This is an optimization exercise on Yosys and OpenROAD, whose aim is small area, not a production implementation.
The RTL was checked by simulation tests, not by an equivalence proof against the original design.
In runs 2 to 6 the design's own scripts or RTL, not TritonCTS, make the clock network.
No driver is modelled on the clock port, so clock power and skew are understated where the tree is cut down; a real chip needs a root buffer or a tree.
Power and IR drop assume default switching activity.

[design/flow/config.mk]
export PLATFORM = sky130hd
export DESIGN_NAME = frameMakerTop
export DESIGN_NICKNAME = frameMakerTop
export VERILOG_FILES = /design/flow/design.v
export SDC_FILE = /design/flow/constraint.sdc
export NUM_CORES = 4
export LEC_CHECK = 0
export ABC_AREA = 1
export CAP_MARGIN = 20
export CORE_MARGIN = 2
export CORE_UTILIZATION = 70
export SLEW_MARGIN = 20
[design/flow/constraint.sdc]
create_clock -name core_clock -period 5.0 [get_ports {samplePoint}]
set_input_delay 1.0000 -clock core_clock [delete_from_list [all_inputs] [get_ports {samplePoint}]]
set_output_delay 1.0000 -clock core_clock [all_outputs]
set_load 0.01 [all_outputs]
[design/flow/design.v]
module interFrameSpace (samplePoint, rst, canRX, frameReady, endOverload, isOverload, isStart);
	input wire samplePoint, rst, canRX, frameReady, endOverload;
	output wire isOverload, isStart;
	parameter bit1_intermission = 0, bit2_intermission = 1, bit3_intermission = 2, bus_idle = 3;
	reg [1:0]state;
	reg isOverload0, isStart0;
	reg endError;
	assign isOverload = isOverload0;
	assign isStart = isStart0;
	always @ (posedge samplePoint) begin
		if (rst) begin
			state <= bus_idle;
			isOverload0 <= 0;
			isStart0 <= 0;
			endError <= 0;
		end else begin
		if (frameReady == 0)begin
			state <= bit1_intermission;
			isOverload0 <= 0;
			isStart0 <= 0;
			if (endOverload)
				endError <= 1;
		end
		if (isOverload) begin
			isOverload0 <= 0;
		end
		if (frameReady == 1 && endOverload == 1) begin
			if (canRX == 1) begin
				state <= bit2_intermission;
				isOverload0 <= 0;
				isStart0 <= 0;
			end else begin
				state <= bit1_intermission;
				isOverload0 <= 1;
				isStart0 <= 0;
			end
		end
		if ((frameReady == 1 && endOverload == 0) || endError == 1) begin
			case (state)
				bit1_intermission:
					if (canRX == 1) begin
						state <= bit2_intermission;
						isOverload0 <= 0;
						isStart0 <= 0;
					end else begin
						state <= bit1_intermission;
						isOverload0 <= 1;
						isStart0 <= 0;
						endError <= 0;
					end
				bit2_intermission:
					if (canRX == 1) begin
						state <= bit3_intermission;
						isOverload0 <= 0;
						isStart0 <= 0;
					end else begin
						state <= bit1_intermission;
						isOverload0 <= 1;
						isStart0 <= 0;
						endError <= 0;
					end
				bit3_intermission:
					if (canRX == 1) begin
						state <= bus_idle;
						isOverload0 <= 0;
						isStart0 <= 0;
					end else begin
						state <= bit1_intermission;
						isOverload0 <= 0;
						isStart0 <= 1;
						endError <= 0;
					end
				bus_idle:
					if (canRX == 1) begin
						state <= bus_idle;
						isOverload0 <= 0;
						isStart0 <= 0;
					end else begin
						state <= bit1_intermission;
						isOverload0 <= 0;
						isStart0 <= 1;
						endError <= 0;
					end
			endcase
		end
		end
	end
endmodule
module overload (samplePoint, rst, canRX, isOverload, isError, endOverload);
	input wire samplePoint, rst, canRX, isOverload, isError;
	output reg endOverload;
	reg [3:0] count;
	reg del;
	reg alredyOverError;
	wire active = isOverload | isError | alredyOverError;
	wire flag = ~count[3] & ~(count[2] & (count[1] | count[0]));
	wire c7 = count[2] & count[1] & count[0];
	wire c11 = count[3] & count[1] & count[0];
	always @ (posedge samplePoint) begin
		if (rst) begin
			count <= 4'd0;
			del <= 1'b0;
			endOverload <= 1'b0;
			alredyOverError <= 1'b0;
		end else begin
			endOverload <= 1'b0;
			if (active) begin
				alredyOverError <= 1'b1;
				if (!del) begin
					if (!canRX)
						count <= (!flag && c11) ? 4'd0 : count + 4'd1;
					else if (flag)
						count <= 4'd0;
					else begin
						del <= 1'b1;
						count <= 4'd1;
					end
				end else begin
					if (canRX) begin
						if (c7) begin
							endOverload <= 1'b1;
							alredyOverError <= 1'b0;
							del <= 1'b0;
							count <= 4'd0;
						end else
							count <= count + 4'd1;
					end else begin
						del <= 1'b0;
						count <= {3'b000, c7};
					end
				end
			end
		end
	end
endmodule
module framecontroller
(
	input	sp, rst, CAN_RX, reset, isStuff, errorFlag,
	input	[4:0] size,
	output wire BS_onoff,
	output wire [1:0] CRCtype,
	output reg BRS_Stop,
	output wire invalidBit,
	output wire CRCcalc_on,
	output wire CRCtime,
	output wire ackValue,
	output reg isRemote,
	output reg IDE,
	output reg EDL,
	output reg BRS,
	output wire frameReady
);
	localparam [3:0] ARB = 4'd0, RTR = 4'd1, IDEs = 4'd2, EXT = 4'd3,
	                 EXTRTR = 4'd4, R1EDL = 4'd5, R0EDL = 4'd6, R0FD = 4'd7,
	                 BRSs = 4'd8, ESI = 4'd9, DLC = 4'd10, DATA = 4'd11,
	                 CRC = 4'd12, TAIL = 4'd13, ERR = 4'd14, ERR2 = 4'd15;
	reg [3:0] state;
	reg [8:0] cnt;
	reg big;    
	assign invalidBit = 1'b0;
	assign ackValue = 1'b0;
	wire crcFirst = EDL ? (cnt[4] & ~cnt[3] & (cnt[2] == big) & ~cnt[1] & cnt[0])
	                    : (~cnt[4] & cnt[3] & cnt[2] & cnt[1] & cnt[0]);
	wire tailFirst = ~cnt[3] & ~cnt[2] & ~cnt[1] & ~cnt[0];    
	assign frameReady = (state == ERR2) & ~cnt[0];
	assign CRCtime = ((state == CRC) & ~crcFirst) | ((state == TAIL) & tailFirst);
	assign CRCtype = {CRCtime & EDL, CRCtime & (~EDL | big)};
	assign CRCcalc_on = ~CRCtime & (state != TAIL) & (state != ERR2);
	assign BS_onoff = (state != ERR2) & ~((state == TAIL) & ~tailFirst);
	wire one = (cnt == 9'd1);
	wire [8:0] crcLoad = !EDL ? 9'd15 : big ? 9'd21 : 9'd17;
	wire [3:0] dlc = {cnt[2:0], CAN_RX};
	reg [5:0] nb;
	always @* begin
		if (!EDL || !dlc[3])
			nb = dlc[3] ? 6'd8 : {3'b000, dlc[2:0]};
		else case (dlc[2:0])
			3'd0: nb = 6'd8;
			3'd1: nb = 6'd12;
			3'd2: nb = 6'd16;
			3'd3: nb = 6'd20;
			3'd4: nb = 6'd24;
			3'd5: nb = 6'd32;
			3'd6: nb = 6'd48;
			default: nb = 6'd0;    
		endcase
	end
	always @ (posedge sp) begin
		if (rst) begin
			state <= ERR2;
			cnt[0] <= 1'b0;
			BRS_Stop <= 1'b0;
			isRemote <= 1'b0;
			IDE <= 1'b0;
			EDL <= 1'b0;
			BRS <= 1'b0;
		end else if (reset) begin
			state <= errorFlag ? ERR : ARB;
			big <= 1'b0;
			BRS_Stop <= 1'b0;
			isRemote <= 1'b0;
			IDE <= 1'b0;
			EDL <= 1'b0;
			BRS <= 1'b0;
		end else if (!isStuff) begin
			case (state)
				ARB: if (size[3] && size[1]) state <= RTR;    
				RTR: begin
					isRemote <= CAN_RX;
					state <= IDEs;
				end
				IDEs: begin
					IDE <= CAN_RX;
					isRemote <= isRemote & ~CAN_RX;
					if (!CAN_RX) state <= R0EDL;
					else if (isRemote) state <= EXT;
					else state <= ERR;
				end
				EXT: if (&size[4:1]) state <= EXTRTR;    
				EXTRTR: begin
					isRemote <= CAN_RX;
					state <= R1EDL;
				end
				R1EDL, R0EDL: begin
					EDL <= CAN_RX;
					cnt <= 9'd1;
					if (CAN_RX) state <= R0FD;
					else if (state == R1EDL) state <= R0EDL;
					else state <= DLC;
				end
				R0FD: state <= CAN_RX ? ERR : BRSs;
				BRSs: begin
					BRS <= CAN_RX;
					BRS_Stop <= CAN_RX;
					state <= ESI;
				end
				ESI: state <= DLC;
				DLC: begin
					if (!cnt[3]) begin
						cnt <= {cnt[7:0], CAN_RX};
					end else if (dlc != 4'd0) begin
						cnt <= {nb, 3'b000};    
						big <= EDL & dlc[3] & (dlc[2] | (dlc[1] & dlc[0]));
						state <= DATA;
					end else begin
						cnt <= crcLoad;
						state <= CRC;
					end
				end
				DATA: begin
					if (EDL) BRS_Stop <= 1'b1;
					cnt <= cnt - 9'd1;
					if (one) begin
						cnt <= crcLoad;
						state <= CRC;
					end
				end
				CRC: begin
					cnt <= cnt - 9'd1;
					if (one) state <= TAIL;
				end
				TAIL: begin
					BRS_Stop <= 1'b0;
					cnt <= cnt - 9'd1;
					if (!CAN_RX && !cnt[0] && (cnt[3:1] == 3'b000 || cnt[3:1] == 3'b111))    
						state <= ERR2;
					else if (!cnt[3] && cnt[2] && cnt[1] && cnt[0])    
						state <= ERR2;
				end
				default: ;
			endcase
		end
	end
endmodule
module DatavsRemote(
RTR_SRR,
IDE,
RTR_r1,
isRemote
);
	input RTR_SRR, IDE, RTR_r1;
	output isRemote;
	assign isRemote = RTR_SRR & (IDE ~^ RTR_r1);
endmodule
module frameSize
(
	input	sp, rst, isStuff, reset,
	output reg [9:0] size
);
	always @ (posedge sp) begin
		if (rst)
			begin
				size <= 10'b0;
			end
		else if (reset)
			begin
				size <= 10'b1;
			end
		else if (~isStuff)
			begin
				size <= size + 1;
			end
	end
endmodule
module frameStorage
(
	input	sp, rst, CAN_RX, isStuff, reset,
	output reg [150:0] frame
);
	wire clr = rst | reset;
	wire hold = isStuff & ~clr;
	wire shift = ~isStuff & ~clr;
	always @ (posedge sp) begin
		frame[150:1] <= ({150{hold}} & frame[150:1]) | ({150{shift}} & frame[149:0]);
		frame[0] <= ~rst & ((isStuff & ~reset) ? frame[0] : CAN_RX);
	end
endmodule
module frameMakerTop (samplePoint, reset, canRX, isError, isStuff, endOverload, BS_onoff, CRCtype, BRS_Stop, invalidBit, CRCcalc_on, CRCtime, ackValue, IDE, EDL, BRS, isRemote, size, frame, frameReady, isStart);
	input wire samplePoint, reset, canRX, isError, isStuff;
	output wire endOverload, BS_onoff, BRS_Stop, invalidBit, CRCcalc_on, CRCtime, ackValue, IDE, EDL, BRS, isRemote, frameReady, isStart;
	output wire [1:0] CRCtype;
	output wire [9:0] size;
	output wire [150:0] frame;
	wire isOverloadFromInterframe;
	interFrameSpace ifs (samplePoint, reset, canRX, frameReady, endOverload, isOverloadFromInterframe, isStart);
	overload ov (samplePoint, reset, canRX, isOverloadFromInterframe, isError, endOverload);
	framecontroller fc (samplePoint, reset, canRX, isStart, isStuff, isError, size[4:0], BS_onoff, CRCtype, BRS_Stop, invalidBit, CRCcalc_on, CRCtime, ackValue, isRemote, IDE, EDL, BRS, frameReady);
	frameSize fsz (samplePoint, reset, isStuff, isStart, size);
	frameStorage fst (samplePoint, reset, canRX, isStuff, isStart, frame);
endmodule
[design/flow/flow/run.sh]
#!/bin/bash
# Layout flow: the standard ORFS flow (standard.sh) with three changes:
#  - synthesis maps the logic with an area-oriented ABC script (flow/area.abc);
#    the rest of the synthesis script, and so every register, is unchanged
#  - ports are buffered with sky130_fd_sc_hd__buf_1
#  - the clock tree uses small clock buffers and no dummy loads
# Each tool's output goes to the ORFS logs under orfs/logs and to standard.log.
set -uo pipefail
W=$PWD
F=$W/flow
sed 's#^source \$::env(SCRIPTS_DIR)/synth_preamble.tcl$#&\nset abc_args [lreplace $abc_args 1 1 '"$F"'/area.abc]#' \
  "$FLOW_HOME/scripts/synth.tcl" > "$W/my_synth.tcl"
grep -q "area.abc" "$W/my_synth.tcl" || { echo "synth.tcl patch failed"; exit 1; }
sed 's#source \$::env(SCRIPTS_DIR)/synth.tcl#source '"$W"'/my_synth.tcl#' synth_recipe.tcl > "$W/my_synth_recipe.tcl"
grep -q "my_synth.tcl" "$W/my_synth_recipe.tcl" || { echo "synth_recipe.tcl patch failed"; exit 1; }
sed 's#SYNTH_SCRIPT=[^ ]*#SYNTH_SCRIPT='"$W"'/my_synth_recipe.tcl#' standard.sh > "$W/my_standard.sh"
grep -q "my_synth_recipe.tcl" "$W/my_standard.sh" || { echo "standard.sh patch failed"; exit 1; }
export BUFFER_PORTS_ARGS="-buffer_cell sky130_fd_sc_hd__buf_1"
export CTS_ARGS="-sink_clustering_enable -repair_clock_nets -dont_use_dummy_load -buf_list sky130_fd_sc_hd__clkbuf_8 -root_buf sky130_fd_sc_hd__clkbuf_8 -sink_clustering_size 24 -sink_clustering_max_diameter 60"
bash "$W/my_standard.sh" > "$W/standard.log" 2>&1
[design/flow/flow/area.abc]
strash
&get -n
&deepsyn -T 60 -S 1
&dch
&nf -p -F 8 -A 4 -R 1000
&put
mfs3 -ae
topo
stime -c
[design/flow/standard.sh]
#!/bin/bash
# synth_recipe.tcl (not shown) runs the flow's synth.tcl, then flattens the netlist and writes it again
# the make line also repeats each setting of config.mk as NAME=value (left out here)
make -C /OpenROAD-flow-scripts/flow DESIGN_CONFIG=/design/flow/config.mk WORK_HOME=/design/flow/orfs CLKGATE_MAP_FILE= SYNTH_SCRIPT=/design/flow/synth_recipe.tcl "${@:-finish}"
==> results of run 1 <==
-- cell usage in the layout, fill, tap and decap left out, types with 8 or more instances in the layout --
| cell type | netlist | layout |
|---|---|---|
| a21oi_1 | 23 | 23 |
| a22o_1 | 155 | 155 |
| and3_1 | 9 | 9 |
| buf_1 | 0 | 178 |
| clkbuf_8 | 0 | 17 |
| clkinv_1 | 15 | 15 |
| dfxtp_1 | 183 | 183 |
| edfxtp_1 | 9 | 9 |
| nand2_1 | 27 | 27 |
| nand3_1 | 12 | 12 |
| nor2_1 | 26 | 24 |
| nor3_1 | 13 | 13 |
| nor4_1 | 8 | 8 |
| o21ai_0 | 14 | 14 |
-- cells in the mapped netlist, types with 2 or more instances --
cell type  count
a211oi_1       3
a21oi_1       23
a22o_1       155
a311oi_1       3
a31oi_1        6
and3_1         9
buf_4          2
clkinv_1      15
dfxtp_1      183
edfxtp_1       9
ha_1           7
mux2i_1        2
nand2_1       27
nand2b_1       4
nand3_1       12
nand4_1        2
nor2_1        26
nor2b_1        7
nor3_1        13
nor4_1         8
o21ai_0       14
o21bai_1       2
o221ai_1       4
o22ai_1        2
o31ai_1        3
or2_0          2
xnor2_1        6
xor2_1         4
-- sequential cells by signal (all words and copies together), names as in the netlist, 2 cells and up --
| name | flops |
|---|---|
| fc.state | 4 |
| fc.cnt | 9 |
| fst.frame | 151 |
| ov.count | 4 |
| fsz.size | 10 |
| ifs.state | 2 |
-- power by group --
group | internal [uW] | leakage [uW] | switching (uW)
Combinational | 48.7 | 0.00116 | 128
Sequential | 1560 | 0.00156 | 23.4
Clock | 302 | 0.000122 | 453
-- through the flow --
stage               worst slack (ns)  instance area [um2]  utilization, %
finish                         1.700                 7680           83.51
global route                   1.539                 7680           83.51
CTS                            1.737                 7680           83.51
detailed placement             1.659                 7446           80.97
global placement               1.827                 7446           80.97
floorplan                     0.4872                 6591               -
-- critical path: stages, from the launching register on --
cell and delay [ns]:
edfxtp_1 0.61, nor2_1 0.31, nand3_1 0.23, o21ai_0 0.29
nand2b_1 0.13, nor2_1 0.12, buf_1 0.17
-- kinds of logic after synthesis --
group | after synthesis | share of synthesized area [%]
flip-flops | 192 | 59.85
multiplexers | 2 | 0.3046
AO/OA/AOI/OAI | 226 | 27.49
XOR/XNOR | 10 | 1.333
other | 1 | 0.05706
adder cells (fa/ha/maj) | 7 | 1.333
AND/OR/NAND/NOR | 115 | 8.548
buffers and inverters | 17 | 1.085
-- metal layers --
metal	GRT usage (%)	wire (um)	part of all wire, %	vias to the layer above
li1	-	-	-	2619
met4	12.58	427	2.6	0
met1	39.85	6616	41	2683
met3	8.183	1388	8.5	44
met2	50.31	7851	48	314
met5	0	0	0	-
-- layout make-up --
| class | count | area (um2) |
|---|---|---|
| repair buffers | 183 | 730.7 |
| inverters | 15 | 56.30 |
| flip-flops and latches | 192 | 3934 |
| well taps | 111 | 138.9 |
| multi-input cells | 362 | 2586 |
| clock buffers | 17 | 234.0 |
| fillers | 535 | 1516 |
-- worst min path at each step --
stage | start | endpoint | slack (ns) | cells past startpoint
after global placement | ifs.state[0] | ifs.state[0] | 0.43 | 1
after detailed placement | fc.BRS | fc.BRS | 0.44 | 2
after floorplan | ifs.state[0] | ifs.state[0] | 0.42 | 1
after global routing | fc.BRS | fc.BRS | 0.48 | 2
final | fc.BRS | fc.BRS | 0.45 | 2
after CTS | fc.BRS | fc.BRS | 0.45 | 2
==> out/results.ini, run 1 <==
[outcome]
status=finished clean

[grt]
track_usage_pct=31.10
grt_pass1_wl_um=25340
antenna_found_initial=0
grt_overflow_total=0
grt_max_degree=152
grt_pass1_vias=5003

[clock_tree]
cts_buffers=17
clk_pin_slew_ns=0.08
clk_latency_ns=0.46
cts_root_buffer=clkbuf_8
numClockSinks=192
clockBufferDepth=2
cts_resized=0
cts_setup_buffers=0
postCtsHoldBufs=0
cts_tree=built
h-tree-depth=4

[critical_path]
r2r-start=fc.state[1]
reg2reg_depth=8
crit_type=reg2out
reg2reg_setup_slack_ns=1.95
r2r_end=fc.cnt[1]
start_kind=register
worstSetupEndpointType=output port
critical_path_arrival_ns=2.30
worst_ep_required_time_ns=4.00
worstPathMaxFanout=13
crit_path_end=CRCtype[1]
crit_start=fc.cnt[2]

[floorplanning]
rows=35
die_h_um=100.9
initial_core_util_pct=71.47
dieWidth_um=100.9
ios=181
dieArea_um2=10180
design.core.area_um2=9196

[timing]
tns_ns=0
fin_worst_skew_ns=0.04018
slew_headroom_pct=32.59
finalHoldViolCount=0
period_needed_ns=3.300
finalCritPeriodShare_pct=66.00
worst_slew_pin_slew_ns=1.011
drv_slew=0
setup_viol=0
rsz0062_at_grt=false
hold_slack_ns=0.4461
max_freq_mhz=303.0

[layout]
drive_above_1_share_pct=3.121
syn_to_final_growth_pct=16.85
stdcell_count=880
n_antenna_cell=0
final_nets=783

[logic_synthesis]
synth_flop_cell=dfxtp_1
synth_top_area_share_pct=55.74
ys_ff_latch=192
yosys_warnings=5
yosys-top-cells-area=dfxtp_1 56%, a22o_1 21%, edfxtp_1 4.1%
yosys.area.top_type=dfxtp_1
syn_inst=570
synth.cell_area_um2=6573
syn_avg_cell_area_um2=11.53
synth_edf_count=9
ys_async_sr_fraction_pct=0
seq_area_frac_synth_pct=59.85
yosysUniqueCellTypes=45

[placed_design]
gp_congestion=0.8888
io_buffers=178
place_inst=863
dpl.hpwl_um=10590

[route]
wl_um=16280
routedWlPerCell_um=18.50
avgViaCountPerCell=6.432
vias=5660
detail-route-antenna-nets=0
drt_iter0_markers=415
dr.pass1.iters=8
drc=0

[power]
p_leak_uw=0.002845
total_power_uw=2510
p_per_area_nw_per_um2=326.8
ir_drop_mv=0.2073

[run]
drv_cap=0

[min_path]
hp-class=reg2reg

==> run 2: changes to the inputs <==
--- a/design/flow/design.v
+++ b/design/flow/design.v
@@ -88,7 +88,7 @@
 endmodule
 module overload (samplePoint, rst, canRX, isOverload, isError, endOverload);
 	input wire samplePoint, rst, canRX, isOverload, isError;
-	output reg endOverload;
+	output wire endOverload;
 	reg [3:0] count;
 	reg del;
 	reg alredyOverError;
@@ -96,41 +96,39 @@
 	wire flag = ~count[3] & ~(count[2] & (count[1] | count[0]));
 	wire c7 = count[2] & count[1] & count[0];
 	wire c11 = count[3] & count[1] & count[0];
+	wire ended = del & (count == 4'd0);
+	assign endOverload = ended;
 	always @ (posedge samplePoint) begin
 		if (rst) begin
 			count <= 4'd0;
 			del <= 1'b0;
-			endOverload <= 1'b0;
 			alredyOverError <= 1'b0;
-		end else begin
-			endOverload <= 1'b0;
-			if (active) begin
-				alredyOverError <= 1'b1;
-				if (!del) begin
-					if (!canRX)
-						count <= (!flag && c11) ? 4'd0 : count + 4'd1;
-					else if (flag)
+		end else if (active) begin
+			alredyOverError <= 1'b1;
+			if (!del || ended) begin
+				del <= 1'b0;
+				if (!canRX)
+					count <= (!flag && c11) ? 4'd0 : count + 4'd1;
+				else if (flag)
+					count <= 4'd0;
+				else begin
+					del <= 1'b1;
+					count <= 4'd1;
+				end
+			end else begin
+				if (canRX) begin
+					if (c7) begin
+						alredyOverError <= 1'b0;
 						count <= 4'd0;
-					else begin
-						del <= 1'b1;
-						count <= 4'd1;
-					end
+					end else
+						count <= count + 4'd1;
 				end else begin
-					if (canRX) begin
-						if (c7) begin
-							endOverload <= 1'b1;
-							alredyOverError <= 1'b0;
-							del <= 1'b0;
-							count <= 4'd0;
-						end else
-							count <= count + 4'd1;
-					end else begin
-						del <= 1'b0;
-						count <= {3'b000, c7};
-					end
+					del <= 1'b0;
+					count <= {3'b000, c7};
 				end
 			end
-		end
+		end else if (ended)
+			del <= 1'b0;
 	end
 endmodule
 module framecontroller
@@ -152,7 +150,7 @@
 );
 	localparam [3:0] ARB = 4'd0, RTR = 4'd1, IDEs = 4'd2, EXT = 4'd3,
 	                 EXTRTR = 4'd4, R1EDL = 4'd5, R0EDL = 4'd6, R0FD = 4'd7,
-	                 BRSs = 4'd8, ESI = 4'd9, DLC = 4'd10, DATA = 4'd11,
+	                 BRSs = 4'd8, DLC = 4'd10, DATA = 4'd11,
 	                 CRC = 4'd12, TAIL = 4'd13, ERR = 4'd14, ERR2 = 4'd15;
 	reg [3:0] state;
 	reg [8:0] cnt;
@@ -223,7 +221,7 @@
 				end
 				R1EDL, R0EDL: begin
 					EDL <= CAN_RX;
-					cnt <= 9'd1;
+					cnt <= {7'd0, ~CAN_RX, CAN_RX};    
 					if (CAN_RX) state <= R0FD;
 					else if (state == R1EDL) state <= R0EDL;
 					else state <= DLC;
@@ -232,11 +230,10 @@
 				BRSs: begin
 					BRS <= CAN_RX;
 					BRS_Stop <= CAN_RX;
-					state <= ESI;
+					state <= DLC;
 				end
-				ESI: state <= DLC;
 				DLC: begin
-					if (!cnt[3]) begin
+					if (!cnt[4]) begin
 						cnt <= {cnt[7:0], CAN_RX};
 					end else if (dlc != 4'd0) begin
 						cnt <= {nb, 3'b000};    
--- a/design/flow/flow/run.sh
+++ b/design/flow/flow/run.sh
@@ -3,7 +3,9 @@
 #  - synthesis maps the logic with an area-oriented ABC script (flow/area.abc);
 #    the rest of the synthesis script, and so every register, is unchanged
 #  - ports are buffered with sky130_fd_sc_hd__buf_1
-#  - the clock tree uses small clock buffers and no dummy loads
+#  - the clock tree is built by flow/manual_cts.tcl (run as ORFS's PRE_CTS_TCL
+#    hook, in place of clock_tree_synthesis): 12 balanced groups of clock
+#    sinks, each driven by a clkbuf_8 at its centre, fed by one clkbuf_8 root
 # Each tool's output goes to the ORFS logs under orfs/logs and to standard.log.
 set -uo pipefail
 W=$PWD
@@ -16,5 +18,11 @@
 sed 's#SYNTH_SCRIPT=[^ ]*#SYNTH_SCRIPT='"$W"'/my_synth_recipe.tcl#' standard.sh > "$W/my_standard.sh"
 grep -q "my_synth_recipe.tcl" "$W/my_standard.sh" || { echo "standard.sh patch failed"; exit 1; }
 export BUFFER_PORTS_ARGS="-buffer_cell sky130_fd_sc_hd__buf_1"
-export CTS_ARGS="-sink_clustering_enable -repair_clock_nets -dont_use_dummy_load -buf_list sky130_fd_sc_hd__clkbuf_8 -root_buf sky130_fd_sc_hd__clkbuf_8 -sink_clustering_size 24 -sink_clustering_max_diameter 60"
+cat > "$W/pre_cts.tcl" <<EOT
+source $F/manual_cts.tcl
+manual_cts 12 sky130_fd_sc_hd__clkbuf_8 sky130_fd_sc_hd__clkbuf_8
+set_propagated_clock [all_clocks]
+proc clock_tree_synthesis {args} { puts "clock tree already built by manual_cts" }
+EOT
+export PRE_CTS_TCL="$W/pre_cts.tcl"
 bash "$W/my_standard.sh" > "$W/standard.log" 2>&1
==> design/flow/flow/manual_cts.tcl (new file) <==
# Manual clock tree (used by flow/run.sh): K leaf clock buffers, each driving
# a balanced, compact group of clock sinks, fed by one root buffer.
# clock sinks, fed by one root buffer at the centre of the leaves.
proc manual_cts {K leafm rootm} {
  set db [ord::get_db]
  set block [ord::get_db_block]
  set clknet [$block findNet samplePoint]
  set sinks {}
  foreach it [$clknet getITerms] {
    set inst [$it getInst]
    set b [$inst getBBox]
    lappend sinks [list $it [expr {([$b xMin]+[$b xMax])/2}] [expr {([$b yMin]+[$b yMax])/2}]]
  }
  set n [llength $sinks]
  # columns x rows grid of balanced groups
  set cols [expr {int(ceil(sqrt($K)))}]
  while {$K % $cols != 0} { incr cols -1 }
  set rows [expr {$K / $cols}]
  set byx [lsort -integer -index 1 $sinks]
  set percol [expr {double($n)/$cols}]
  set groups {}
  for {set c 0} {$c < $cols} {incr c} {
    set lo [expr {int(round($c*$percol))}]
    set hi [expr {int(round(($c+1)*$percol))-1}]
    set col [lsort -integer -index 2 [lrange $byx $lo $hi]]
    set m [llength $col]
    set perrow [expr {double($m)/$rows}]
    for {set r 0} {$r < $rows} {incr r} {
      set lo2 [expr {int(round($r*$perrow))}]
      set hi2 [expr {int(round(($r+1)*$perrow))-1}]
      lappend groups [lrange $col $lo2 $hi2]
    }
  }
  set lmaster [$db findMaster $leafm]
  set rmaster [$db findMaster $rootm]
  set rootnet [odb::dbNet_create $block clknet_root]
  $rootnet setSigType CLOCK
  set sx 0; set sy 0; set k 0
  foreach g $groups {
    set net [odb::dbNet_create $block clknet_leaf_$k]
    $net setSigType CLOCK
    set buf [odb::dbInst_create $block $lmaster clkbuf_leaf_$k]
    set cx 0; set cy 0
    foreach s $g {
      set it [lindex $s 0]
      $it disconnect
      $it connect $net
      set cx [expr {$cx + [lindex $s 1]}]; set cy [expr {$cy + [lindex $s 2]}]
    }
    set cx [expr {int($cx / [llength $g])}]; set cy [expr {int($cy / [llength $g])}]
    [$buf findITerm A] connect $rootnet
    [$buf findITerm X] connect $net
    $buf setLocation $cx $cy
    $buf setPlacementStatus PLACED
    set sx [expr {$sx + $cx}]; set sy [expr {$sy + $cy}]
    incr k
  }
  set root [odb::dbInst_create $block $rmaster clkbuf_root]
  [$root findITerm A] connect $clknet
  [$root findITerm X] connect $rootnet
  $root setLocation [expr {int($sx/$K)}] [expr {int($sy/$K)}]
  $root setPlacementStatus PLACED
  puts "manual_cts: $n sinks in $K groups of [llength [lindex $groups 0]]"
}
==> run 2 against run 1 <==
Synthesized area decreased by 0.25%. Hold slack better by 0.026 ns. Still clean. Sequential share of layout area increased by 0.44 points. Via count increased by 0.42%. Clock skew shrank 0.029 ns. Core utilization shrank 0.74 points. Critical path depth stayed put. Highest routed layer unchanged. Clock power down 13%. Cell count up 0.57%. First-iteration DRC count is 19% lower.
==> out/results.ini, run 2 <==
[outcome]
status=finished clean

[power]
seqPwrFrac_pct=65.1  ; +2.2 points
clkPwrFrac_pct=26.9  ; -3.2 points
intPower_uw=1835  ; -3.8%
switchingPower_uw=588.6  ; -2.5%
swShare_pct=24.29  ; +0.24 points
p_per_area_nw_per_um2=319.8  ; -2.1%
p_leak_uw=0.002811  ; -1.2%
ir_drop_mv=0.2654  ; +28%
pwr-share-comb_pct=8.0  ; +1.0 points

[route]
vias=5684  ; +0.42%
wl_met2_um=7802  ; -0.62%
highest_layer=met4
wl_met3_um=1043  ; -25%
wl_um=15770  ; -3.2%
detail-route-antenna-nets=0  ; unchanged
drt_iter0_markers=335  ; -19%
drc=0  ; unchanged
routedWlPerCell_um=17.82  ; -3.7%
avgViaCountPerCell=6.423  ; -0.14%
dr.pass1.iters=5  ; -3
wl_met1_um=6411  ; -3.1%

[logic_synthesis]
ys_async_sr_fraction_pct=0  ; unchanged
syn_inst=580  ; +1.8%
post-synth-top-count-cell=dfxtp_1
yosys-top-cells-area=dfxtp_1 56%, a22o_1 20%, edfxtp_1 4.1%
seq_area_frac_synth_pct=59.69  ; -0.16 points
synth_flop_cell=dfxtp_1
synth_top_area_share_pct=55.57  ; -0.17 points
synth_edf_count=9  ; unchanged
yosys.area.top_type=dfxtp_1
yosysUniqueCellTypes=41  ; -8.9%
ys_ff_latch=191  ; -0.52%
synth_common_cells=182 x dfxtp_1, 153 x a22o_1, 35 x nand2_1, 28 x nor2_1, 25 x a21oi_1
yosys_warnings=5  ; unchanged
syn_avg_cell_area_um2=11.30  ; -2.0%
synth.cell_area_um2=6556  ; -0.25%

[critical_path]
r2r-start=fc.state[3]
path_cells=nor3_1 -> nand2b_1 -> o2111ai_1 -> nand2_1 -> a21oi_1 -> buf_1
crit_type=reg2out
worstSetupEndpointType=output port
worst_ep_required_time_ns=4.00  ; about the same
critical_path_arrival_ns=2.58  ; +0.28 ns
crit_start=fc.cnt[2]
slowest_delay_ns=0.61  ; about the same
start_kind=register
worstPathMaxFanout=14  ; +1
cpMaxStageDelayCell=edfxtp_1
reg2reg_setup_slack_ns=1.93  ; -0.02 ns
r2r_end=fc.cnt[4]
reg2reg_depth=8  ; unchanged

[floorplanning]
initial_core_util_pct=71.63  ; +0.16 points
design.core.area_um2=9153  ; -0.48%
die_h_um=100.8  ; -0.12%
rows=35  ; unchanged
dieArea_um2=10160  ; -0.24%
ios=181  ; unchanged
dieWidth_um=100.8  ; -0.12%

[layout]
final_nets=787  ; +0.51%
drive_above_1_share_pct=2.455  ; -0.67 points
stdcell_count=885  ; +0.57%
nFillCells=565  ; +5.6%
reg.largest.list=fst.frame x151, fsz.size x10, fc.cnt x9
postLayoutCellArea_um2=7576  ; -1.4%
n_antenna_cell=0  ; unchanged
largest_reg_flops=151  ; unchanged
syn_to_final_growth_pct=15.55
multi_input_area_um2=2586  ; unchanged
seq_area_um2=3914  ; -0.51%
layout_commonest_cell=dfxtp_1
regMostFlops=fst.frame
final_cell_mix=182 x dfxtp_1, 178 x buf_1, 153 x a22o_1

[placed_design]
io_buffers=178  ; unchanged
dpl.hpwl_um=10860  ; +2.6%
gp_congestion=0.9351  ; +5.2%
place_inst=872  ; +1.0%
placed_area_um2=7397  ; -0.66%

[grt]
grt_pass1_wl_um=24850  ; -1.9%
track_usage_pct=29.39  ; -1.7 points
grt_overflow_total=0  ; unchanged
grt_pass1_vias=5062  ; +1.2%
antenna_found_initial=0  ; unchanged
grt_max_degree=102  ; -33%

[run]
drv_cap=0  ; unchanged

[timing]
period_needed_ns=3.581  ; +0.2811 ns
rsz0062_at_grt=false
worst_slew_pin_slew_ns=0.9864  ; -0.02472 ns
setup_viol=0  ; unchanged
fin_worst_skew_ns=0.01092  ; -0.02926 ns
tns_ns=0  ; unchanged
hold_slack_ns=0.4724  ; +0.02634 ns
max_freq_mhz=279.2  ; -7.9%
slew_headroom_pct=33.73  ; +1.1 points
finalCritPeriodShare_pct=71.63  ; +5.6 points
finalHoldViolCount=0  ; unchanged
drv_slew=0  ; unchanged

[min_path]
holdPathStages=1  ; -1
hp-class=reg2reg
min_to=fsz.size[9]
hp-start=fsz.size[9]

[clock_tree]
cts_setup_buffers=0  ; unchanged
clk_latency_ns=0.43  ; -0.03 ns
postCtsHoldBufs=0  ; unchanged
cts_resized=0  ; unchanged
clk_pin_slew_ns=0.10  ; +0.02 ns

[run 2: cell types whose count changed after synthesis, moves of 3 or more]
cell and delta:
nand2_1 +8, o21ai_0 +8, nor4_1 -5, nor2b_1 -4, nor3_1 +3
[run 2: layer usage]
metal | vias up | GRT usage [%]
met1 | 2737 | 38.47
met3 | 49 | 2.982
met4 | 0 | 10.96
li1 | 2625 | -
met2 | 273 | 50.56
met5 | - | 0
[run 2: worst max-delay path by stage]
stage                                end  slack, ns  depth (start not counted)
final                         CRCtype[0]       1.42                          6
after floorplan           fst.frame[100]       0.12                          3
after detailed placement  fst.frame[106]       1.47                          6
after global placement       fsz.size[1]       1.55                          6
after CTS                     CRCtype[0]       1.49                          6
after global routing          CRCtype[0]       1.25                          6
[run 2: logic make-up (layout without fill, tap and decap cells)]
| kind of cell | count (synthesis) | count (layout) | synth area share (%) |
|---|---|---|---|
| AO/OA/AOI/OAI | 232 | 232 | 27.86 |
| XOR/XNOR | 10 | 10 | 1.336 |
| adder cells (fa/ha/maj) | 6 | 6 | 1.145 |
| buffers and inverters | 18 | 211 | 1.145 |
| flip-flops | 191 | 191 | 59.69 |
| other | 1 | 2 | 0.05720 |
| AND/OR/NAND/NOR | 122 | 122 | 8.760 |
[run 2: cell type report]
| type | instances | area share [%] |
|---|---|---|
| tap | 111 | 1.833 |
| buffer | 13 | 2.362 |
| sequential | 191 | 51.66 |
| timing repair buffer | 182 | 9.216 |
| inverter | 16 | 0.7927 |
| multi-input combinational | 372 | 34.14 |
[run 2: worst max-delay path: cells and delay by family, from the launching register on]
family / cells / cell delay, ns
AOI/OAI and AO/OA: 2 / 0.60
buffers and inverters: 1 / 0.19
and+or+nand+nor: 3 / 0.76
DFF: 1 / 0.61
[run 2: power groups by stage]
stage	registers [uW]	clock network [uW]	logic (uW)
after detailed placement	1610	0	188
final	1580	653	193
after global routing	1580	723	212
after floorplan	1610	0	128
after CTS	1580	666	188
after global placement	1610	0	180
[run 2: metrics by stage]
step	util (%)	setup WS, ns	total power [uW]
2_1_floorplan	-	0.1236	1735
3_3_place_gp	80.82	1.546	1791
3_5_place_dp	80.82	1.468	1800
4_1_cts	82.78	1.494	2431
5_1_grt	82.78	1.249	2516
6_report	82.78	1.419	2423
==> run 3: changes to the inputs <==
--- a/design/flow/flow/manual_cts.tcl
+++ b/design/flow/flow/manual_cts.tcl
@@ -1,6 +1,5 @@
 # Manual clock tree (used by flow/run.sh): K leaf clock buffers, each driving
 # a balanced, compact group of clock sinks, fed by one root buffer.
-# clock sinks, fed by one root buffer at the centre of the leaves.
 proc manual_cts {K leafm rootm} {
   set db [ord::get_db]
   set block [ord::get_db_block]
==> run 3 against run 2 <==
Still clean. Clock power is 0.6% higher. First-iteration DRC count rose by 28%. Hold slack better by 0.011 ns. Synthesized cell count decreased by 0.17%. Sequential power barely moved. Combinational power shrank about 20%. Synthesized area about the same. Die area about the same. Routed wire length decreased by 2.4%. Largest cell class unchanged. Largest power group unchanged.
==> out/results.ini, run 3 <==
[floorplanning]
ios=181  ; unchanged
design.core.area_um2=9153  ; unchanged
die_h_um=100.8  ; about the same
rows=35  ; unchanged
initial_core_util_pct=71.62  ; about the same
dieArea_um2=10150  ; about the same
dieWidth_um=100.8  ; about the same

[critical_path]
crit_start=fc.cnt[2]
worstPathMaxFanout=11  ; -3
reg2reg_depth=11  ; +3
reg2reg_setup_slack_ns=2.21  ; +0.28 ns
r2r_end=fc.state[2]
start_kind=register
critical_path_arrival_ns=2.27  ; -0.31 ns
r2r-start=fc.state[3]
worstSetupEndpointType=output port
worst_ep_required_time_ns=4.00  ; about the same
crit_type=reg2out

[placed_design]
post-place-ws_ns=1.914  ; +0.4458 ns
dpl.hpwl_um=10720  ; -1.3%
gp_congestion=0.9771  ; +4.5%
place_inst=872  ; unchanged
placed_area_um2=7416  ; +0.25%
io_buffers=178  ; unchanged

[power]
clkPwrFrac_pct=27.6  ; +0.7 points
intPower_uw=1821  ; -0.74%
p_leak_uw=0.002825  ; +0.49%
pwr-share-comb_pct=6.5  ; -1.5 points
swShare_pct=23.50  ; -0.79 points
p_per_area_nw_per_um2=313.4  ; -2.0%
ir_drop_mv=0.2684  ; +1.1%
seqPwrFrac_pct=65.9  ; +0.8 points
switchingPower_uw=559.4  ; -5.0%

[layout]
reg.largest.list=fst.frame x151, fsz.size x10, fc.cnt x9
nFillCells=554  ; -1.9%
final_cell_mix=182 x dfxtp_1, 178 x buf_1, 152 x a22o_1
seq_area_um2=3914  ; unchanged
n_antenna_cell=0  ; unchanged
layout_commonest_cell=dfxtp_1
stdcell_count=885  ; unchanged
drive_above_1_share_pct=2.584  ; +0.13 points
syn_to_final_growth_pct=15.86
largest_reg_flops=151  ; unchanged
postLayoutCellArea_um2=7595  ; +0.25%
multi_input_area_um2=2577  ; -0.34%
regMostFlops=fst.frame
fin_util_pct=82.98  ; +0.21 points
final_nets=787  ; unchanged

[timing]
finalHoldViolCount=0  ; unchanged
period_needed_ns=3.268  ; -0.3129 ns
finalCritPeriodShare_pct=65.37  ; -6.3 points
rsz0062_at_grt=false
setup_viol=0  ; unchanged
tns_ns=0  ; unchanged
slew_headroom_pct=35.95  ; +2.2 points
worst_slew_pin_slew_ns=0.9608  ; -0.02562 ns
drv_slew=0  ; unchanged
fin_ws_ns=1.732  ; +0.3129 ns
fin_worst_skew_ns=0.009454  ; -0.001462 ns
max_freq_mhz=306.0  ; +9.6%

[route]
avgViaCountPerCell=6.266  ; -2.4%
drt_iter0_markers=430  ; +28%
routedWlPerCell_um=17.39  ; -2.4%
vias=5545  ; -2.4%
detail-route-antenna-nets=0  ; unchanged
dr.pass1.iters=5  ; unchanged
wl_um=15390  ; -2.4%
drc=0  ; unchanged

[logic_synthesis]
synth_common_cells=182 x dfxtp_1, 152 x a22o_1, 35 x nor2_1, 30 x nand2_1, 24 x o21ai_0
yosys.area.top_type=dfxtp_1
synth_flop_cell=dfxtp_1
post-synth-top-count-cell=dfxtp_1
synth_edf_count=9  ; unchanged
seq_area_frac_synth_pct=59.71  ; about the same
synth.cell_area_um2=6555  ; about the same
synth_top_area_share_pct=55.58  ; about the same
ys_ff_latch=191  ; unchanged
yosysUniqueCellTypes=46  ; +12%
ys_async_sr_fraction_pct=0  ; unchanged
syn_avg_cell_area_um2=11.32  ; +0.15%
yosys-top-cells-area=dfxtp_1 56%, a22o_1 20%, edfxtp_1 4.1%
yosys_warnings=5  ; unchanged
syn_inst=579  ; -0.17%

[min_path]
holdPathStages=2  ; +1
hp-class=reg2reg
hp-start=fc.BRS
min_to=fc.BRS

[clock_tree]
cts_resized=0  ; unchanged
cts_setup_buffers=0  ; unchanged
postCtsHoldBufs=0  ; unchanged
clk_pin_slew_ns=0.10  ; about the same
clk_latency_ns=0.44  ; about the same

[grt]
grt_pass1_vias=4861  ; -4.0%
grt_overflow_total=0  ; unchanged
grt_max_degree=121  ; +19%
antenna_found_initial=0  ; unchanged
track_usage_pct=28.13  ; -1.3 points
grt_pass1_wl_um=23810  ; -4.2%

[outcome]
status=finished clean

[run]
drv_cap=0  ; unchanged

## run 3: cell count changes in the layout (fill, tap and decap cells not counted), sizes merged, moves of 3 or more
| cell | delta |
|---|---|
| a21oi | -7 |
| and3 | -3 |
| nand2 | -5 |
| nand2b | -5 |
| nor2 | +7 |
| nand4 | -3 |
## run 3: kinds of logic after synthesis
| logic type | count (synthesis) | synth area share (%) |
|---|---|---|
| compound gates | 232 | 28.06 |
| flops | 191 | 59.71 |
| simple gates | 118 | 8.303 |
| buf+inv | 20 | 1.260 |
| xor+xnor | 11 | 1.470 |
| fa+ha+maj | 6 | 1.145 |
| other cells | 1 | 0.05721 |
## run 3: layer usage
layer / wire length (um) / GRT usage [%] / vias to the layer above
li1: - / - / 2623
met5: 0 / 0 / -
met3: 1079 / 3.953 / 31
met1: 6399 / 37.53 / 2658
met2: 7628 / 49.23 / 233
met4: 286 / 5.479 / 0
## run 3: critical path, cell delays in order, from the launching register on
cell and delay, ns:
edfxtp_1 0.58, nor2_1 0.29, nand2_1 0.20, o2111ai_1 0.32
nand3_1 0.17, nor2_1 0.11, buf_1 0.15
## run 3: power by group through the flow
stage	clock, uW	combinational (uW)	sequential [uW]
after floorplan	0	104	1600
after global placement	0	147	1600
after detailed placement	0	153	1600
after CTS	671	153	1570
after global routing	724	170	1570
final	657	154	1570
## run 3: area by class of cell
type	instances	area share [%]
multi-input combinational	369	33.94
inverter	18	0.8896
tap	111	1.829
timing repair buffer	183	9.456
buffer	13	2.356
sequential	191	51.53
## run 3: metrics by stage
step	hold slack (ns)	power, uW
4_1_cts	0.4795	2392
2_1_floorplan	0.4388	1703
6_report	0.4836	2380
3_5_place_dp	0.4609	1756
5_1_grt	0.4958	2466
3_3_place_gp	0.4474	1751
## run 3: how the worst max path moves through the flow
| stage | to | slack, ns | cells past startpoint |
|---|---|---|---|
| 6_report | CRCtype[0] | 1.73 | 6 |
| 2_1_floorplan | fst.frame[0] | 0.01 | 3 |
| 3_5_place_dp | fc.cnt[7] | 1.91 | 7 |
| 4_1_cts | CRCtype[0] | 1.77 | 6 |
| 3_3_place_gp | fc.cnt[6] | 2.00 | 7 |
| 5_1_grt | CRCtype[1] | 1.54 | 6 |
==> run 4: changes to the inputs <==
==> design/flow/flow/area.abc (replaced) <==
strash
&get -n
&deepsyn -I 1 -J 50
&dch
&nf -p -F 8 -A 4 -R 1000
&put
mfs3 -ae
topo
stime -c
==> run 4 against run 3 <==
Cell count decreased by 0.11%. Clock skew increased by 0.0029 ns. Global-route usage increased by 0.16 points. Combinational power increased by 3%. Power increased by 0.16%. First-iteration DRC count increased by 2.6%. Flip-flop and latch count unchanged. Still clean. Register-to-register slack got worse by 0.10 ns. Via count decreased by 0.18%. Setup slack got worse by 0.083 ns. Synthesized area increased by 0.13%.
==> out/results.ini, run 4 <==
[outcome]
status=finished clean

[logic_synthesis]
yosys_warnings=5  ; unchanged
ys_ff_latch=191  ; unchanged
synth.cell_area_um2=6564  ; +0.13%
yosysUniqueCellTypes=47  ; +2.2%
synth_edf_count=9  ; unchanged
yosys.area.top_type=dfxtp_1
synth_top_area_share_pct=55.51  ; -0.074 points
seq_area_frac_synth_pct=59.63  ; -0.080 points
syn_avg_cell_area_um2=11.38  ; +0.48%
synth_flop_cell=dfxtp_1
ys_async_sr_fraction_pct=0  ; unchanged
syn_inst=577  ; -0.35%
yosys-top-cells-area=dfxtp_1 56%, a22o_1 20%, edfxtp_1 4.1%
synth_common_cells=182 x dfxtp_1, 152 x a22o_1, 37 x nand2_1, 29 x nor2_1, 24 x a21oi_1
post-synth-top-count-cell=dfxtp_1

[grt]
grt_pass1_vias=4838  ; -0.47%
track_usage_pct=28.29  ; +0.16 points
grt_pass1_wl_um=24050  ; +1.0%
antenna_found_initial=0  ; unchanged
grt_overflow_total=0  ; unchanged
grt_max_degree=107  ; -12%

[floorplanning]
dieArea_um2=10170  ; +0.13%
dieWidth_um=100.8  ; about the same
design.core.area_um2=9153  ; unchanged
rows=35  ; unchanged
ios=181  ; unchanged
die_h_um=100.8  ; about the same
initial_core_util_pct=71.72  ; +0.096 points

[power]
intPower_uw=1822  ; about the same
switchingPower_uw=562.0  ; +0.47%
ir_drop_mv=0.2306  ; -14%
swShare_pct=23.57  ; +0.073 points
clkPwrFrac_pct=27.6  ; about the same
pwr-share-comb_pct=6.6  ; about the same
p_per_area_nw_per_um2=312.7  ; -0.23%
seqPwrFrac_pct=65.7  ; -0.2 points
p_leak_uw=0.002796  ; -1.0%

[layout]
regMostFlops=fst.frame
n_antenna_cell=0  ; unchanged
layout_commonest_cell=dfxtp_1
final_cell_mix=182 x dfxtp_1, 178 x buf_1, 152 x a22o_1
final_nets=786  ; -0.13%
stdcell_count=884  ; -0.11%
drive_above_1_share_pct=2.846  ; +0.26 points
reg.largest.list=fst.frame x151, fsz.size x10, fc.cnt x9
syn_to_final_growth_pct=16.16
largest_reg_flops=151  ; unchanged
postLayoutCellArea_um2=7625  ; +0.40%

[placed_design]
dpl.hpwl_um=10320  ; -3.7%
post-place-ws_ns=0.9266  ; -0.9869 ns
io_buffers=178  ; unchanged
place_inst=870  ; -0.23%
placed_area_um2=7412  ; about the same
gp_congestion=0.9394  ; -3.9%

[route]
wl_um=15260  ; -0.84%
drt_iter0_markers=441  ; +2.6%
routedWlPerCell_um=17.27  ; -0.73%
vias=5535  ; -0.18%
dr.pass1.iters=5  ; unchanged
avgViaCountPerCell=6.261  ; about the same
detail-route-antenna-nets=0  ; unchanged
drc=0  ; unchanged

[clock_tree]
clk_pin_slew_ns=0.10  ; about the same
clk_latency_ns=0.44  ; about the same
cts_resized=0  ; unchanged
postCtsHoldBufs=0  ; unchanged
cts_setup_buffers=0  ; unchanged

[timing]
max_freq_mhz=298.4  ; -2.5%
drv_slew=0  ; unchanged
rsz0062_at_grt=false
worst_slew_pin_slew_ns=1.001  ; +0.04052 ns
finalHoldViolCount=0  ; unchanged
period_needed_ns=3.351  ; +0.08264 ns
finalCritPeriodShare_pct=67.02  ; +1.7 points
fin_worst_skew_ns=0.01230  ; +0.002851 ns
tns_ns=0  ; unchanged
setup_viol=0  ; unchanged
fin_ws_ns=1.649  ; -0.08264 ns
slew_headroom_pct=33.25  ; -2.7 points

[critical_path]
worst_ep_required_time_ns=5.37  ; +1.37 ns
worstSetupEndpointType=register
critical_path_arrival_ns=3.72  ; +1.45 ns
reg2reg_depth=5  ; -6
start_kind=input pin
worstPathMaxFanout=101  ; +90
crit_type=in2reg

[run]
drv_cap=0  ; unchanged

[min_path]
holdPathStages=2  ; unchanged
hp-class=reg2reg

==> run 4: cell count changes in the layout (fill, tap and decap cells not counted), sizes merged, moves of 4 or more <==
cell,before,now
a21oi,18,24
and2,4,0
and3,5,9
nand2,30,37
nand3,13,7
nor2,35,29
o21ai,24,18
==> run 4: area by class of cell <==
| type | count | area [um2] |
|---|---|---|
| fillers | 565 | 1528 |
| inverters | 15 | 56.30 |
| flip-flops and latches | 191 | 3914 |
| multi-input cells | 370 | 2604 |
| repair buffers | 184 | 733.2 |
| plain buffers | 13 | 178.9 |
| well taps | 111 | 138.9 |
==> run 4: final timing paths <==
check / from / endpoint / slack, ns
worst max register to register: ifs.isStart0 / fst.frame[59] / 2.11
worst min-delay path: ifs.state[1] / ifs.isStart0 / 0.48
worst min register to register: ifs.state[1] / ifs.isStart0 / 0.48
worst max-delay path: reset / fst.frame[59] / 1.65
==> run 4: metrics by stage <==
step / power [uW] / hold WS, ns / utilization (%)
4_1_cts: 2387 / 0.4762 / 82.94
5_1_grt: 2473 / 0.5030 / 83.31
3_5_place_dp: 1754 / 0.4612 / 80.98
6_report: 2384 / 0.4820 / 83.31
2_1_floorplan: 1703 / 0.4388 / -
3_3_place_gp: 1747 / 0.4521 / 80.98
==> run 4: cell families after synthesis <==
logic type / share of synthesized area, %
flip-flops: 59.63
adder cells (fa/ha/maj): 1.144
multiplexers: 0.3241
AND/OR/NAND/NOR: 8.959
AO/OA/AOI/OAI: 27.60
other: 0.05713
XOR/XNOR: 1.201
buffers and inverters: 1.086
==> run 4: worst max-delay path: stages <==
cell	delay (ns)
buf_1	0.26
or2_0	0.62
nor2_4	0.51
buf_16	0.25
buf_4	0.74
a22o_1	0.27
==> run 4: power by group through the flow <==
stage               combinational [uW]  sequential, uW  clock (uW)
detailed placement                 152            1600           0
CTS                                152            1570         669
global route                       175            1570         727
floorplan                          105            1600           0
finish                             158            1570         659
global placement                   146            1600           0
==> run 4: metal layers <==
layer / routed length [um] / global-route usage, %
met3: 1076 / 4.161
met4: 328 / 7.692
met5: 0 / 0
met2: 7313 / 46.15
met1: 6545 / 39.63
==> run 5: changes to the inputs <==
--- a/design/flow/flow/run.sh
+++ b/design/flow/flow/run.sh
@@ -4,7 +4,7 @@
 #    the rest of the synthesis script, and so every register, is unchanged
 #  - ports are buffered with sky130_fd_sc_hd__buf_1
 #  - the clock tree is built by flow/manual_cts.tcl (run as ORFS's PRE_CTS_TCL
-#    hook, in place of clock_tree_synthesis): 12 balanced groups of clock
+#    hook, in place of clock_tree_synthesis): 10 balanced groups of clock
 #    sinks, each driven by a clkbuf_8 at its centre, fed by one clkbuf_8 root
 # Each tool's output goes to the ORFS logs under orfs/logs and to standard.log.
 set -uo pipefail
@@ -20,7 +20,7 @@
 export BUFFER_PORTS_ARGS="-buffer_cell sky130_fd_sc_hd__buf_1"
 cat > "$W/pre_cts.tcl" <<EOT
 source $F/manual_cts.tcl
-manual_cts 12 sky130_fd_sc_hd__clkbuf_8 sky130_fd_sc_hd__clkbuf_8
+manual_cts 10 sky130_fd_sc_hd__clkbuf_8 sky130_fd_sc_hd__clkbuf_8
 set_propagated_clock [all_clocks]
 proc clock_tree_synthesis {args} { puts "clock tree already built by manual_cts" }
 EOT
==> design/flow/flow/area.abc (replaced) <==
strash
&get -n
&deepsyn -T 60 -S 1
&dch
&nf -p -F 8 -A 4 -R 1000
&put
mfs3 -ae
topo
stime -c
==> run 5 against run 4 <==
Global-route usage decreased by 0.53 points. Still clean. Highest routed layer unchanged. Setup slack improved by 0.14 ns. Critical endpoint is now CRCtype[0]. Sequential share of layout area increased by 0.39 points.
==> out/results.ini, run 5 <==
[clock_tree]
postCtsHoldBufs=0  ; unchanged
cts_resized=0  ; unchanged
cts_setup_buffers=0  ; unchanged
clk_latency_ns=0.42  ; -0.02 ns
clk_pin_slew_ns=0.12  ; +0.02 ns

[timing]
period_needed_ns=3.213  ; -0.1380 ns
finalCritPeriodShare_pct=64.26  ; -2.8 points
worst_slew_pin_slew_ns=1.072  ; +0.07108 ns
tns_ns=0  ; unchanged
max_freq_mhz=311.2  ; +4.3%
finalHoldViolCount=0  ; unchanged
rsz0062_at_grt=false
fin_ws_ns=1.787  ; +0.1380 ns
drv_slew=0  ; unchanged
slew_headroom_pct=27.75  ; -5.5 points
hold_slack_ns=0.4876  ; +0.005615 ns
fin_worst_skew_ns=0.01676  ; +0.004451 ns
setup_viol=0  ; unchanged

[route]
routedWlPerCell_um=17.26  ; about the same
detail-route-antenna-nets=0  ; unchanged
drc=0  ; unchanged
avgViaCountPerCell=6.233  ; -0.45%
dr.pass1.iters=6  ; +1
vias=5504  ; -0.56%
drt_iter0_markers=370  ; -16%
wl_um=15240  ; -0.16%

[layout]
multi_input_area_um2=2577  ; -1.0%
drive_above_1_share_pct=2.332  ; -0.51 points
syn_to_final_growth_pct=15.44
final_cell_mix=182 x dfxtp_1, 178 x buf_1, 152 x a22o_1
regMostFlops=fst.frame
reg.largest.list=fst.frame x151, fsz.size x10, fc.cnt x9
n_antenna_cell=0  ; unchanged
final_nets=785  ; -0.13%
nFillCells=567  ; +0.35%
seq_area_um2=3914  ; unchanged
postLayoutCellArea_um2=7567  ; -0.75%
layout_commonest_cell=dfxtp_1
largest_reg_flops=151  ; unchanged

[floorplanning]
dieArea_um2=10150  ; -0.13%
ios=181  ; unchanged
initial_core_util_pct=71.62  ; -0.096 points
design.core.area_um2=9153  ; unchanged
dieWidth_um=100.8  ; about the same
die_h_um=100.8  ; about the same
rows=35  ; unchanged

[critical_path]
reg2reg_setup_slack_ns=2.23  ; +0.12 ns
worstPathMaxFanout=11  ; -89%
critical_path_arrival_ns=2.21  ; -1.51 ns
reg2reg_depth=11  ; +6
crit_type=reg2out
r2r_end=fc.state[2]
worstSetupEndpointType=output port
worst_ep_required_time_ns=4.00  ; -1.37 ns
r2r-start=fc.state[3]
start_kind=register

[logic_synthesis]
syn_avg_cell_area_um2=11.32  ; -0.48%
yosys.area.top_type=dfxtp_1
yosysUniqueCellTypes=46  ; -2.1%
synth_edf_count=9  ; unchanged
synth.cell_area_um2=6555  ; -0.13%
synth_common_cells=182 x dfxtp_1, 152 x a22o_1, 35 x nor2_1, 30 x nand2_1, 24 x o21ai_0
yosys-top-cells-area=dfxtp_1 56%, a22o_1 20%, edfxtp_1 4.1%
synth_top_area_share_pct=55.58  ; +0.074 points
post-synth-top-count-cell=dfxtp_1
synth_flop_cell=dfxtp_1
syn_inst=579  ; +0.35%
ys_ff_latch=191  ; unchanged
seq_area_frac_synth_pct=59.71  ; +0.080 points
ys_async_sr_fraction_pct=0  ; unchanged
yosys_warnings=5  ; unchanged

[min_path]
holdPathStages=2  ; unchanged
hp-start=fc.BRS
hp-class=reg2reg
min_to=fc.BRS

[outcome]
status=finished clean

[placed_design]
dpl.hpwl_um=10720  ; +3.9%
io_buffers=178  ; unchanged
placed_area_um2=7416  ; about the same
post-place-ws_ns=1.914  ; +0.9869 ns
gp_congestion=0.9771  ; +4.0%

[grt]
grt_pass1_wl_um=23530  ; -2.2%
antenna_found_initial=0  ; unchanged
track_usage_pct=27.76  ; -0.53 points
grt_pass1_vias=4787  ; -1.1%
grt_overflow_total=0  ; unchanged
grt_max_degree=121  ; +13%

[run]
drv_cap=0  ; unchanged

[power]
p_leak_uw=0.002811  ; +0.52%
ir_drop_mv=0.1663  ; -28%
p_per_area_nw_per_um2=309.1  ; -1.1%

==> run 5: worst max-delay path by stage <==
| stage | start | endpoint | slack [ns] | depth (start not counted) |
|---|---|---|---|---|
| 2_1_floorplan | reset | fst.frame[0] | 0.01 | 3 |
| 3_5_place_dp | reset | fc.cnt[7] | 1.91 | 7 |
| 3_3_place_gp | reset | fc.cnt[6] | 2.00 | 7 |
| 5_1_grt | fc.cnt[2] | CRCtype[1] | 1.58 | 6 |
| 6_report | fc.cnt[2] | CRCtype[0] | 1.79 | 6 |
| 4_1_cts | fc.cnt[2] | CRCtype[1] | 1.81 | 6 |
==> run 5: through the flow <==
stage / power, uW / instances / util (%)
finish: 2339 / 883 / 82.68
global route: 2416 / 883 / 82.68
CTS: 2340 / 883 / 82.68
detailed placement: 1756 / 872 / 81.03
global placement: 1751 / 872 / 81.03
floorplan: 1703 / 580 / -
==> run 5: final cells by class <==
cell class                 instances  area share [%]
sequential                       191           51.72
buffer                            11           2.001
multi-input combinational        369           34.06
inverter                          18          0.8929
timing repair buffer             183           9.491
tap                              111           1.835
==> run 5: layer usage <==
layer,vias to the layer above,wire length [um],track usage [%]
met2,245,7409,47.59
met5,-,0,0
li1,2617,-,-
met4,0,340,5.901
met3,27,1034,2.566
met1,2615,6455,38.58
==> run 5: critical path, cell delays in order (launching register included) <==
cell and delay (ns):
edfxtp_1 0.58, nor2_1 0.29, nand2_1 0.19, o2111ai_1 0.31, nand3_1 0.17, nor2_1 0.11
buf_1 0.15
==> run 5: logic make-up after synthesis <==
family	count (synthesis)	synth area share (%)
fa+ha+maj	6	1.145
compound gates	232	28.06
flops	191	59.71
other cells	1	0.05721
simple gates	118	8.303
buf+inv	20	1.260
xor+xnor	11	1.470
==> run 5: power breakdown <==
group          switching, uW  total, uW  internal, uW
logic                    112        155          42.4
registers               23.0       1570          1550
clock network            415        615           200
total                    550       2340          1790
==> run 6: changes to the inputs <==
--- a/design/flow/flow/run.sh
+++ b/design/flow/flow/run.sh
@@ -4,7 +4,7 @@
 #    the rest of the synthesis script, and so every register, is unchanged
 #  - ports are buffered with sky130_fd_sc_hd__buf_1
 #  - the clock tree is built by flow/manual_cts.tcl (run as ORFS's PRE_CTS_TCL
-#    hook, in place of clock_tree_synthesis): 10 balanced groups of clock
+#    hook, in place of clock_tree_synthesis): 11 balanced groups of clock
 #    sinks, each driven by a clkbuf_8 at its centre, fed by one clkbuf_8 root
 # Each tool's output goes to the ORFS logs under orfs/logs and to standard.log.
 set -uo pipefail
@@ -20,7 +20,7 @@
 export BUFFER_PORTS_ARGS="-buffer_cell sky130_fd_sc_hd__buf_1"
 cat > "$W/pre_cts.tcl" <<EOT
 source $F/manual_cts.tcl
-manual_cts 10 sky130_fd_sc_hd__clkbuf_8 sky130_fd_sc_hd__clkbuf_8
+manual_cts 11 sky130_fd_sc_hd__clkbuf_8 sky130_fd_sc_hd__clkbuf_8
 set_propagated_clock [all_clocks]
 proc clock_tree_synthesis {args} { puts "clock tree already built by manual_cts" }
 EOT
==> design/flow/flow/area.abc (replaced) <==
strash
&get -n
&deepsyn -I 1 -J 50
&dch
&nf -p -F 8 -A 4 -R 1000
&put
mfs3 -ae
topo
stime -c
==> run 6 against run 5 <==
Clock skew is 0.0052 ns lower. Flip-flop and latch count stayed put. Setup slack worse by 0.56 ns. Critical path depth is 1 lower. Largest cell class unchanged. Clock power is 6.5% higher. Critical endpoint is now fst.frame[139]. Global-route usage hardly changed. Power is 1.7% higher.
==> out/results.ini, run 6 <==
[critical_path]
reg2reg_depth=4  ; -7
cpMaxStageDelayCell=nor2_4
slowest_delay_ns=0.96  ; +0.38 ns
crit_type=in2reg
start_kind=input pin
worst_ep_required_time_ns=5.33  ; +1.33 ns
path_cells=buf_1 -> or2_0 -> nor2_4 -> buf_4 -> a22o_1
r2r-start=ifs.isStart0
reg2reg_setup_slack_ns=1.72  ; -0.51 ns
critical_path_arrival_ns=4.09  ; +1.88 ns
r2r_end=fst.frame[139]
worstSetupEndpointType=register
worstPathMaxFanout=101  ; +90

[layout]
layout_commonest_cell=dfxtp_1
final_nets=784  ; -0.13%
n_antenna_cell=0  ; unchanged
largest_reg_flops=151  ; unchanged
drive_above_1_share_pct=2.594  ; +0.26 points
final_cell_mix=182 x dfxtp_1, 178 x buf_1, 152 x a22o_1
reg.largest.list=fst.frame x151, fsz.size x10, fc.cnt x9
stdcell_count=882  ; -0.11%
nFillCells=572  ; +0.88%
fin_util_pct=82.86  ; +0.18 points
regMostFlops=fst.frame
syn_to_final_growth_pct=15.54  ; about the same

[timing]
slew_headroom_pct=27.98  ; +0.23 points
drv_slew=0  ; unchanged
max_freq_mhz=265.4  ; -15%
fin_worst_skew_ns=0.01153  ; -0.005228 ns
finalHoldViolCount=0  ; unchanged
setup_viol=0  ; unchanged
hold_slack_ns=0.4747  ; -0.01293 ns
period_needed_ns=3.768  ; +0.5552 ns
tns_ns=0  ; unchanged
finalCritPeriodShare_pct=75.36  ; +11 points
rsz0062_at_grt=false
worst_slew_pin_slew_ns=1.078  ; +0.005384 ns

[grt]
grt_pass1_wl_um=23740  ; +0.91%
grt_overflow_total=0  ; unchanged
antenna_found_initial=0  ; unchanged
grt_pass1_vias=4788  ; +0.021%
grt_max_degree=107  ; -12%
track_usage_pct=27.72  ; -0.040 points

[floorplanning]
design.core.area_um2=9153  ; unchanged
die_h_um=100.8  ; about the same
dieWidth_um=100.8  ; about the same
ios=181  ; unchanged
rows=35  ; unchanged
dieArea_um2=10170  ; +0.13%
initial_core_util_pct=71.72  ; +0.096 points

[logic_synthesis]
post-synth-top-count-cell=dfxtp_1
ys_ff_latch=191  ; unchanged
synth_top_area_share_pct=55.51  ; -0.074 points
yosysUniqueCellTypes=47  ; +2.2%
syn_avg_cell_area_um2=11.38  ; +0.48%
seq_area_frac_synth_pct=59.63  ; -0.080 points
ys_async_sr_fraction_pct=0  ; unchanged
yosys-top-cells-area=dfxtp_1 56%, a22o_1 20%, edfxtp_1 4.1%
syn_inst=577  ; -0.35%
yosys.area.top_type=dfxtp_1
synth.cell_area_um2=6564  ; +0.13%
synth_common_cells=182 x dfxtp_1, 152 x a22o_1, 37 x nand2_1, 29 x nor2_1, 24 x a21oi_1
synth_edf_count=9  ; unchanged
synth_flop_cell=dfxtp_1
yosys_warnings=5  ; unchanged

[clock_tree]
clk_pin_slew_ns=0.11  ; about the same
postCtsHoldBufs=0  ; unchanged
cts_resized=0  ; unchanged
cts_setup_buffers=0  ; unchanged
clk_latency_ns=0.39  ; -0.03 ns

[route]
vias=5519  ; +0.27%
drt_iter0_markers=364  ; -1.6%
detail-route-antenna-nets=0  ; unchanged
avgViaCountPerCell=6.257  ; +0.39%
routedWlPerCell_um=17.24  ; -0.13%
wl_um=15200  ; -0.24%
drc=0  ; unchanged
dr.pass1.iters=5  ; -1

[min_path]
hp-start=ifs.state[1]
hp-class=reg2reg
min_to=ifs.isStart0
holdPathStages=2  ; unchanged

[placed_design]
io_buffers=178  ; unchanged
gp_congestion=0.9394  ; -3.9%
place_inst=870  ; -0.23%
dpl.hpwl_um=10320  ; -3.7%

[run]
drv_cap=0  ; unchanged

[power]
total_power_uw=2378  ; +1.7%
ir_drop_mv=0.1795  ; +7.9%
p_per_area_nw_per_um2=313.6  ; +1.4%
p_leak_uw=0.002777  ; -1.2%

[outcome]
status=finished clean

==> run 6: cell types whose count changed after synthesis, sizes merged, moves of 4 or more <==
cell	change
and3	+4
nand2	+7
a21oi	+6
o21ai	-6
nor2	-6
and2	-4
nand3	-6
==> run 6: through the flow <==
step	setup slack, ns	instance area [um2]
6_report	1.232	7584
3_3_place_gp	1.095	7412
5_1_grt	1.034	7584
2_1_floorplan	0.08608	6578
4_1_cts	1.349	7577
3_5_place_dp	0.9266	7412
==> run 6: report_power, final <==
part	internal (uW)	switching [uW]	total, uW
Clock	219	437	655
Sequential	1550	21.2	1570
Combinational	39.9	115	155
==> run 6: cell families (layout without fill, tap and decap cells) <==
family,count (synthesis),in the layout,synth area share [%]
and+or+nand+nor,122,122,8.959
AOI/OAI and AO/OA,229,229,27.60
DFF,191,191,59.63
xor gates and xnor gates,9,9,1.201
adders and majority gates,6,6,1.144
buffers and inverters,17,210,1.086
other,1,2,0.05713
muxes,2,2,0.3241
==> run 6: metal layers <==
metal | track usage (%) | wire [um]
met5 | 0 | 0
met4 | 6.955 | 280
met3 | 2.566 | 973
met2 | 44.10 | 7007
met1 | 41.06 | 6942
==> run 6: layout make-up <==
cell class                      instances  area [um2]  share of cell area (%)
Inverter                               15       56.30                  0.7425
Tap cell                              111       138.9                   1.831
Buffer                                 12       165.2                   2.178
Multi-Input combinational cell        370        2604                   34.33
Timing Repair Buffer                  183       705.7                   9.305
Sequential cell                       191        3914                   51.61
==> run 6: how the worst max path moves through the flow <==
stage | from | endpoint | slack (ns) | cells after the start
after floorplan | reset | fst.frame[0] | 0.09 | 3
after detailed placement | reset | fst.frame[139] | 0.93 | 5
after CTS | reset | fst.frame[139] | 1.35 | 5
after global routing | reset | fst.frame[139] | 1.03 | 5
after global placement | reset | fst.frame[34] | 1.10 | 5
final | reset | fst.frame[139] | 1.23 | 5
==> run 6: critical path: cells and delay by family <==
kind,cells,cell delay (ns)
AND/OR/NAND/NOR,2,1.58
buffers and inverters,2,1.11
AO/OA/AOI/OAI,1,0.30

## what the ideal ports hide
How much do the figures lean on ideal ports? The routed layouts below were timed once more, with nothing changed but the port constraints. Step 1 sets driving cells, clkbuf_16 on the clock port and buf_2 on the other inputs (assumed; they add their load-dependent delay and slew). Step 2 adds t to the input delays and takes it off the output delays; t is the mean of the earliest and latest rising clock arrival at the registers after step 1. Input paths then give back, and output paths get back, about the clock's delay inside the block. a / b / c = no drivers / after step 1 / after step 2; a / b = the first two.
run | t, ns | slack for setup (ns) | worst setup path after step 2
run 1 | 0.474 | 1.700 / 1.665 / 1.522 | input to register
run 2 | 0.457 | 1.419 / 1.383 / 1.360 | input to register
run 3 | 0.473 | 1.732 / 1.698 / 1.840 | input to register
run 4 | 0.466 | 1.649 / 1.639 / 1.199 | input to register
run 5 | 0.443 | 1.787 / 1.752 / 1.872 | input to register
run 6 | 0.424 | 1.232 / 1.247 / 0.823 | input to register
After both steps every run listed still meets setup and hold. For run 4, which loses most, drivers alone change the setup slack by -0.010 ns; drivers and shift together by -0.450 ns.
